What follows belongs to an exercise in optimizing a design on an open flow for small area, a short achievable clock period and few clock cycles; a production flow would make more cautious choices.
For this run, only the layout was checked, not whether the RTL still works.
Power is estimated from default activity; no workload was simulated.

`flow/design.v`:
```
module JAM (
input CLK,
input RST,
output reg [2:0] W,
output reg [2:0] J,
input [6:0] Cost,
output reg [3:0] MatchCount,
output reg [9:0] MinCost,
output reg Valid );
reg [3:0] change_point_index;
reg [2:0] bigger_min_index;
reg [2:0] temp;
integer i,j,p,u,q;
reg [2:0] ar [7:0] ; 
reg [9:0] sum;
reg [2:0] temp1 ;
reg [2:0] WJ_cnt;
reg [3:0] change_max_time;
reg change_state;
reg [3:0] cnt;
reg [3:0] ns,cs; 
parameter INIT =4'd0; 
parameter FIND_C=4'd1;
parameter FIND_M=4'd2;
parameter CHANGE=4'd3;
parameter FLIP=4'd4;
parameter COST=4'd5;
parameter COMPARE=4'd6;
parameter FINISH=4'd7;
parameter WAIT2=4'd9;
parameter WAIT3=4'd10;
parameter WAIT4=4'd11;
always@(posedge CLK or posedge RST)
begin
    if(RST)
        cs <= INIT ;
    else
        cs <= ns ;
end
always@(*)
begin
    case(cs)
        INIT:
             ns = COST;            
        FIND_C:
            if(change_point_index==8)
                ns = FINISH;
            else if(change_point_index==6)
                ns = CHANGE;
            else
                ns = FIND_M;
        FIND_M:
            if(cnt==8)
                ns = CHANGE;
            else
                ns = FIND_M;
        CHANGE:
            if(change_point_index ==6)
                ns = COST;
            else
                ns = FLIP;
        FLIP:
            ns = COST;
        COST:
            if(WJ_cnt == 3'd7)
                ns = WAIT3;
            else
                ns = COST;
        WAIT3:
            ns = WAIT4;
        WAIT4:
            ns = COMPARE;
        COMPARE:
            ns = FIND_C;
        FINISH:
            ns = FINISH;
        default:
            ns=INIT ;
    endcase
end
always@(posedge RST or posedge CLK) begin
    if (RST)begin
        change_max_time <= 0;
    end
    else if(ns == FIND_M)begin    
        change_max_time <= (4'd7-change_point_index)>>1;
    end
end
always@(posedge RST or posedge CLK) begin
    if (RST)begin
        Valid <= 1'd0;
    end
    else if(ns == FINISH)begin
        Valid <= 1'd1;
    end
end
always@(posedge RST or posedge CLK) begin
    if (RST)begin
        bigger_min_index <= 3'd0;
    end
    else if(ns == COMPARE)begin
        bigger_min_index <= 8;
    end
    else if(ns == FIND_C)begin
        for(q=0;q<7;q=q+1)begin
            if(ar[q+1]>ar[q])begin
                bigger_min_index <= q+1;
            end
        end
    end
    else if(ns==FIND_M && (ar[bigger_min_index] > ar[cnt])  && (ar[cnt] > ar[change_point_index]))begin  
        bigger_min_index <=  cnt;
    end
end
always@(posedge CLK or posedge RST) begin
    if (RST)begin
        cnt <= 0;
    end
    else if(ns == COMPARE)begin
        cnt <= 8; 
    end
    else if(ns == FIND_C)begin
        for(u=0;u<7;u=u+1)begin
            if(ar[u+1]>ar[u])begin
                cnt <= u+2;
            end
        end
    end
    else if(ns == FIND_M)begin
        cnt <= cnt +1;
    end 
end
always@(posedge CLK or posedge RST) begin
    if (RST)begin
        change_point_index <= 0;
    end
    else if(ns == COMPARE)begin
        change_point_index <= 8; 
    end
    else if(ns == FIND_C)begin
        for(p=0;p<7;p=p+1)begin
            if(ar[p+1]>ar[p])begin
                change_point_index <= p;
            end
        end
    end 
end
always@(posedge RST or posedge CLK) begin
    if (RST)begin
        for(i=0;i<8;i=i+1)begin
            ar[i] <= i;
        end 
    end
    else if (ns == CHANGE)begin  
        ar[bigger_min_index] <= ar[change_point_index];
        ar[change_point_index] <= ar[bigger_min_index];
    end
    else if(ns == FLIP)begin
        for(i=0;i<8;i=i+1)begin
            if(i<change_max_time)begin
                ar[change_point_index+1+i] <= ar[7-i]; 
                ar[7-i] <= ar[change_point_index+1+i];
            end
        end
    end
end
always@(posedge RST or posedge CLK) begin
    if (RST)begin
        WJ_cnt <= 0;
    end
    else if(ns == COMPARE)begin
        WJ_cnt <= 0;
    end
    else if(ns == COST)
        WJ_cnt <= WJ_cnt + 1;
    else
        WJ_cnt <= WJ_cnt;    
end
always@(posedge RST or posedge CLK) begin
    if (RST)begin
        W <= 3'd0;
    end
    else if(ns == COST || cs ==COST)begin
        W <= WJ_cnt;
    end
end
always@(posedge RST or posedge CLK) begin
    if (RST)begin
        J <= 3'd0;
    end
    else if(ns == COST || cs == COST)begin
        J <= ar[WJ_cnt];
    end
end
always@(posedge RST or posedge CLK) begin
    if (RST)begin
        sum <= 10'd0;
    end
    else if(WJ_cnt == 0 && ns == COST)begin  
        sum <= 0;
    end
    else if(ns == COST||cs == COST||ns==WAIT4)begin                  
        sum <= sum + Cost;
    end
end
always@(posedge RST or posedge CLK) begin
    if (RST)begin
        MinCost <= 10'd1023;
    end
    else if(ns == COMPARE && MinCost > sum)begin
        MinCost <= sum;
    end
end
always@(posedge RST or posedge CLK) begin
    if (RST)begin
        MatchCount <= 4'd0;
    end
    else if(ns == COMPARE && MinCost > sum)begin
        MatchCount <= 4'd1;
    end
    else if(ns == COMPARE && MinCost == sum)begin
        MatchCount <= MatchCount + 4'd1;
    end
end
endmodule
```
`flow/run.sh`:
```
#!/bin/bash
# synth_recipe.tcl (not shown) runs the flow's synth.tcl, then flattens the netlist and writes it again
# the make line also repeats each setting of config.mk as NAME=value (left out here)
make -C /OpenROAD-flow-scripts/flow DESIGN_CONFIG=/design/flow/config.mk WORK_HOME=/design/flow/orfs CLKGATE_MAP_FILE= SYNTH_SCRIPT=/design/flow/synth_recipe.tcl finish
```
`flow/config.mk`:
```
export PLATFORM = sky130hd
export DESIGN_NAME = JAM
export DESIGN_NICKNAME = JAM
export VERILOG_FILES = /design/flow/design.v
export SDC_FILE = /design/flow/constraint.sdc
export NUM_CORES = 4
export LEC_CHECK = 0
export CAP_MARGIN = 20
export CORE_MARGIN = 2
export CORE_UTILIZATION = 40
export SLEW_MARGIN = 20
```
`flow/constraint.sdc`:
```
create_clock -name core_clock -period 5.0 [get_ports {CLK}]
set_input_delay 1.0000 -clock core_clock [delete_from_list [all_inputs] [get_ports {CLK}]]
set_output_delay 1.0000 -clock core_clock [all_outputs]
set_load 0.01 [all_outputs]
```
==> notes.md <==
- The top achievable clock speed is 266.0 MHz.
- For this run, the post-layout net count is 1280.
- The async set or reset register ratio after synthesis is 1.000.
- The post-CTS setup-driven buffer insertion count is 0.
- In the final routed layout, each cell accounts on average for 26.10 um.
- Summed over all layers, the global routing overflow is 0.
- The via count of the first global-routing pass is 9958.
- The cell area that synthesis handed to floorplanning was 9510 sq um.
- The total wirelength of the detailed-routed design is 39750 um.
- The number of pins exceeding their max-slew limit in the final report is 0.
- Setup repair after global routing left no endpoint under its margin.
- The total cell area at the placement stage is 10060 sq um.
- The min-delay analysis places its worst path in the category register to register.
- The clock latency at the later pin of the worst-skew pair is 370 ps.
- The tree built by TritonCTS fans out to 76 sinks.
- The most instantiated flip-flop cell in the synthesis netlist is sky130_fd_sc_hd__dfrtp_1.
- After synthesis, the most frequently instantiated cells are sky130_fd_sc_hd__nand2_1, sky130_fd_sc_hd__nor2_1, sky130_fd_sc_hd__o21ai_0, sky130_fd_sc_hd__clkbuf_1, sky130_fd_sc_hd__a21oi_1.
- The count of endpoints failing setup in the final report is 0.
- The total number of placement rows is 56.
- The number of antenna repair diodes is 0.
- The average cell area after synthesis is 7.757 sq um.
- The wire-length estimate of the detail-placed layout is 26800 um.
- The number of flops mapped to enable cells by yosys is 0.
- The cell at the root of the clock tree is sky130_fd_sc_hd__clkbuf_16.
- In the synthesized netlist, the number of instances is 1226.
- The total of buffers placed on input and output ports is 29.
- Using the TritonRoute via totals, the vias-per-cell ratio works out to 6.964.
- The worst hold-check slack is 510.8 ps.
- VDD sags by at most 0.1862 mV.
- Synthesis inferred 76 register bits.
- For this run, the total global-route usage over all layers was measured as 0.3204.
- Hold repair after CTS inserted 0 buffers.
- The non-filler instance count after layout is 1523.
- Along the worst path, the maximum fanout reaches 22.
- The leakage power of the design is 4.144 nW.
- After clock tree synthesis, the clock-pin slew on the worst setup and hold paths is 80 ps.
- The instance count after placement with tap cells included is 1507.
- For this run, the register share of the synthesized area comes to 0.2029.
- Once layout is done, the placed cells without fillers occupy 10390 sq um.
- The total die area is 25030 sq um.
- Summed over all failing endpoints, the final setup total negative slack is 0 ps.
- Counting distinct cell types in the post-synthesis netlist gives 86.
- The most frequently used cell type in the post-synthesis netlist is sky130_fd_sc_hd__nand2_1.
- The headroom to the max-slew limit is 0.2726.
- When the netlist entered floorplanning its net count stood at 1307.
- For this run, design rule violations remaining after detail routing come to 0.
- The iteration-0 DRC count of the detailed router is 1761.
- TritonCTS built the clock tree.
- The pin slew with the least headroom to its limit is 1080 ps.
- The chip width is 158.2 um.
- The Yosys step of the flow raised 2 warnings.
- By startpoint and endpoint, the worst setup path is classified as register to register.
- Gates resized during post-CTS repair numbered 0.
- The number of vias in the routed layout is 10610.
- The type of element launching the critical path is a register.
- The ratio of total power to cell area is 168.7 nW/um^2.
- The largest net degree at the start of global routing is 50.
- The part of the cycle the worst path needs is 0.7518.
- For the final database, setup skew stands at 14.88 ps.
- The initial cell density of the core is 0.4064.
- Counting I/O delays and the setup requirement, the final critical path takes 3759 ps.
- The number of buffers created by CTS is 9.
- The H-tree level count is 3.
- The total count of hold-check failures in the final report is 0.
- The tool flagged a number of max-cap violations equal to 0.
- For this design the top-level I/O count stands at 30.
- The core utilization of the finished layout is 0.4438.
- The ratio of cells with drive above 1 in the final layout is 0.1138.
- The vertical die dimension is 158.2 um.
- The number of antenna violations at the first check in global routing is 1.
- The residual antenna-violating net count after detailed routing is 0.
- The worst setup path is captured at a register.
- The maximum buffer depth of the clock tree is 2.
- The first-pass GRT wire length is 60400 um.
- The weighted congestion at the end of routability-driven global placement is 0.9956.
- Data on the critical path is required at its endpoint by 5300 ps.
- The run finished with no timing, DRC or antenna violations.
- The area growth from synthesis to layout is 9.209%.
- Ranked by total cell area, the synthesized netlist is headed by sky130_fd_sc_hd__dfrtp_1, sky130_fd_sc_hd__ha_1, sky130_fd_sc_hd__dfstp_2.
- At the worst endpoint, the arrival time is 4060 ps.
- The first detailed-routing pass took 10 iterations.
- The largest total area in the synthesized netlist belongs to sky130_fd_sc_hd__dfrtp_1.
- The core region is 23400 sq um.
- Of the post-synthesis cell area, the dominant cell type holds 0.1421.
area by class of cell:
type / instances / area [sq um]
multi-input combinational: 978 / 6892
clock buffer: 9 / 225.2
clock inverter: 7 / 105.1
fill: 2389 / 13020
sequential: 76 / 1929
timing repair buffer: 69 / 590.6
tap: 319 / 399.1
inverter: 65 / 245.2
path summary, 6_finish.rpt:
check                      slack, ps  depth (start not counted)                     end                              start
setup / recovery                1240                         11    ar[1][0]$_DFFE_PP1P_  change_point_index[1]$_DFFE_PP0P_
hold / removal                   510                          1        J[2]$_DFFE_PP0P_                   J[2]$_DFFE_PP0P_
setup reg to reg                1240                         11    ar[1][0]$_DFFE_PP1P_  change_point_index[1]$_DFFE_PP0P_
hold reg to reg                  510                          1        J[2]$_DFFE_PP0P_                   J[2]$_DFFE_PP0P_
max in group asynchronous       2860                          3  MinCost[6]$_DFFE_PP1P_                                RST
min in group asynchronous       1150                          2         cs[1]$_DFF_PP0_                                RST
routing by layer:
| metal | wire length, um | GRT usage | vias up |
|---|---|---|---|
| li1 | - | - | 4646 |
| met2 | 16660 | 0.4677 | 815 |
| met1 | 14890 | 0.4152 | 4917 |
| met5 | 13 | 0 | - |
| met4 | 2644 | 0.1982 | 2 |
| met3 | 5541 | 0.09198 | 226 |
power by group:
part	switching, mW	total, mW	leakage (nW)	internal [mW]
logic	0.141	0.283	3.07	0.142
registers	0.0410	0.693	0.915	0.652
clock network	0.330	0.777	0.159	0.446
stage by stage:
stage	total power [mW]	setup WS, ps
CTS	1.754	1385
floorplan	0.9183	1641
global placement	0.9766	1488
global route	1.823	905.5
finish	1.752	1241
detailed placement	0.9839	1405
worst max-delay path, stage by stage (launching register included):
cell and delay [ps]:
sky130_fd_sc_hd__dfrtp_1 440, sky130_fd_sc_hd__ha_1 270, sky130_fd_sc_hd__ha_1 390, sky130_fd_sc_hd__buf_4 270, sky130_fd_sc_hd__ha_1 790, sky130_fd_sc_hd__nand4b_1 300
sky130_fd_sc_hd__o21ai_1 150, sky130_fd_sc_hd__a221oi_1 250, sky130_fd_sc_hd__o21ai_1 100, sky130_fd_sc_hd__a221oi_1 370, sky130_fd_sc_hd__a21oi_1 70, sky130_fd_sc_hd__mux2_2 270
registers in the layout, indices dropped and copies added (netlist names):
register	flops
W	3
MinCost	10
change_point_index	4
MatchCount	4
ar	24
cs	4
WJ_cnt	3
bigger_min_index	3
Valid	1
J	3
change_max_time	3
sum	10
cnt	4
cells by family after synthesis:
group,synth area share
xor gates and xnor gates,0.01171
DFF,0.2029
and+or+nand+nor,0.1783
muxes,0.09828
adders and majority gates,0.09551
AOI/OAI and AO/OA,0.3409
buffers and inverters,0.07249
placed cells by master (no fill, tap or decap), drive strengths merged, types with 7 or more instances in the layout:
cell type	count
clkdlybuf4s50	29
nand3	45
mux2i	42
nor2	84
nor3	32
a211oi	23
and2	7
o2111ai	10
a221oi	25
nor2b	16
a21o	19
inv	66
ha	71
o211ai	32
clkbuf	9
o31ai	7
buf	40
a2111oi	11
a31oi	20
and3	15
a21oi	73
xnor2	7
dfrtp	54
dfstp	22
mux2	39
a22o	15
a22oi	20
nand2b	7
a222oi	23
a221o	14
or3	12
nand2	115
o21ai	86
o22ai	9

==> separate check: timing with driven ports <==
In the flow no input, the clock included, has a driving cell. The finished layout below was timed again as built, in two steps. Step 1: set_driving_cell puts a clkbuf_16 on CLK and a buf_2 on each other input, an assumption about the parent block. Step 2, shift: input delay + t, output delay - t, t = (earliest + latest rising clock arrival at the registers) / 2. This alone moves slack from input paths to output paths. a / b / c = ideal / step 1 / step 2; a / b = the first two.
t, ns: 0.411
setup WS [ns]: 1.241 / 1.241 / 1.241
worst data-port slew with drivers (ns): 0.04
After both steps setup and hold are still met in this run. For this run, drivers alone change the setup slack by 0.000 ns; drivers and shift together by 0.000 ns.
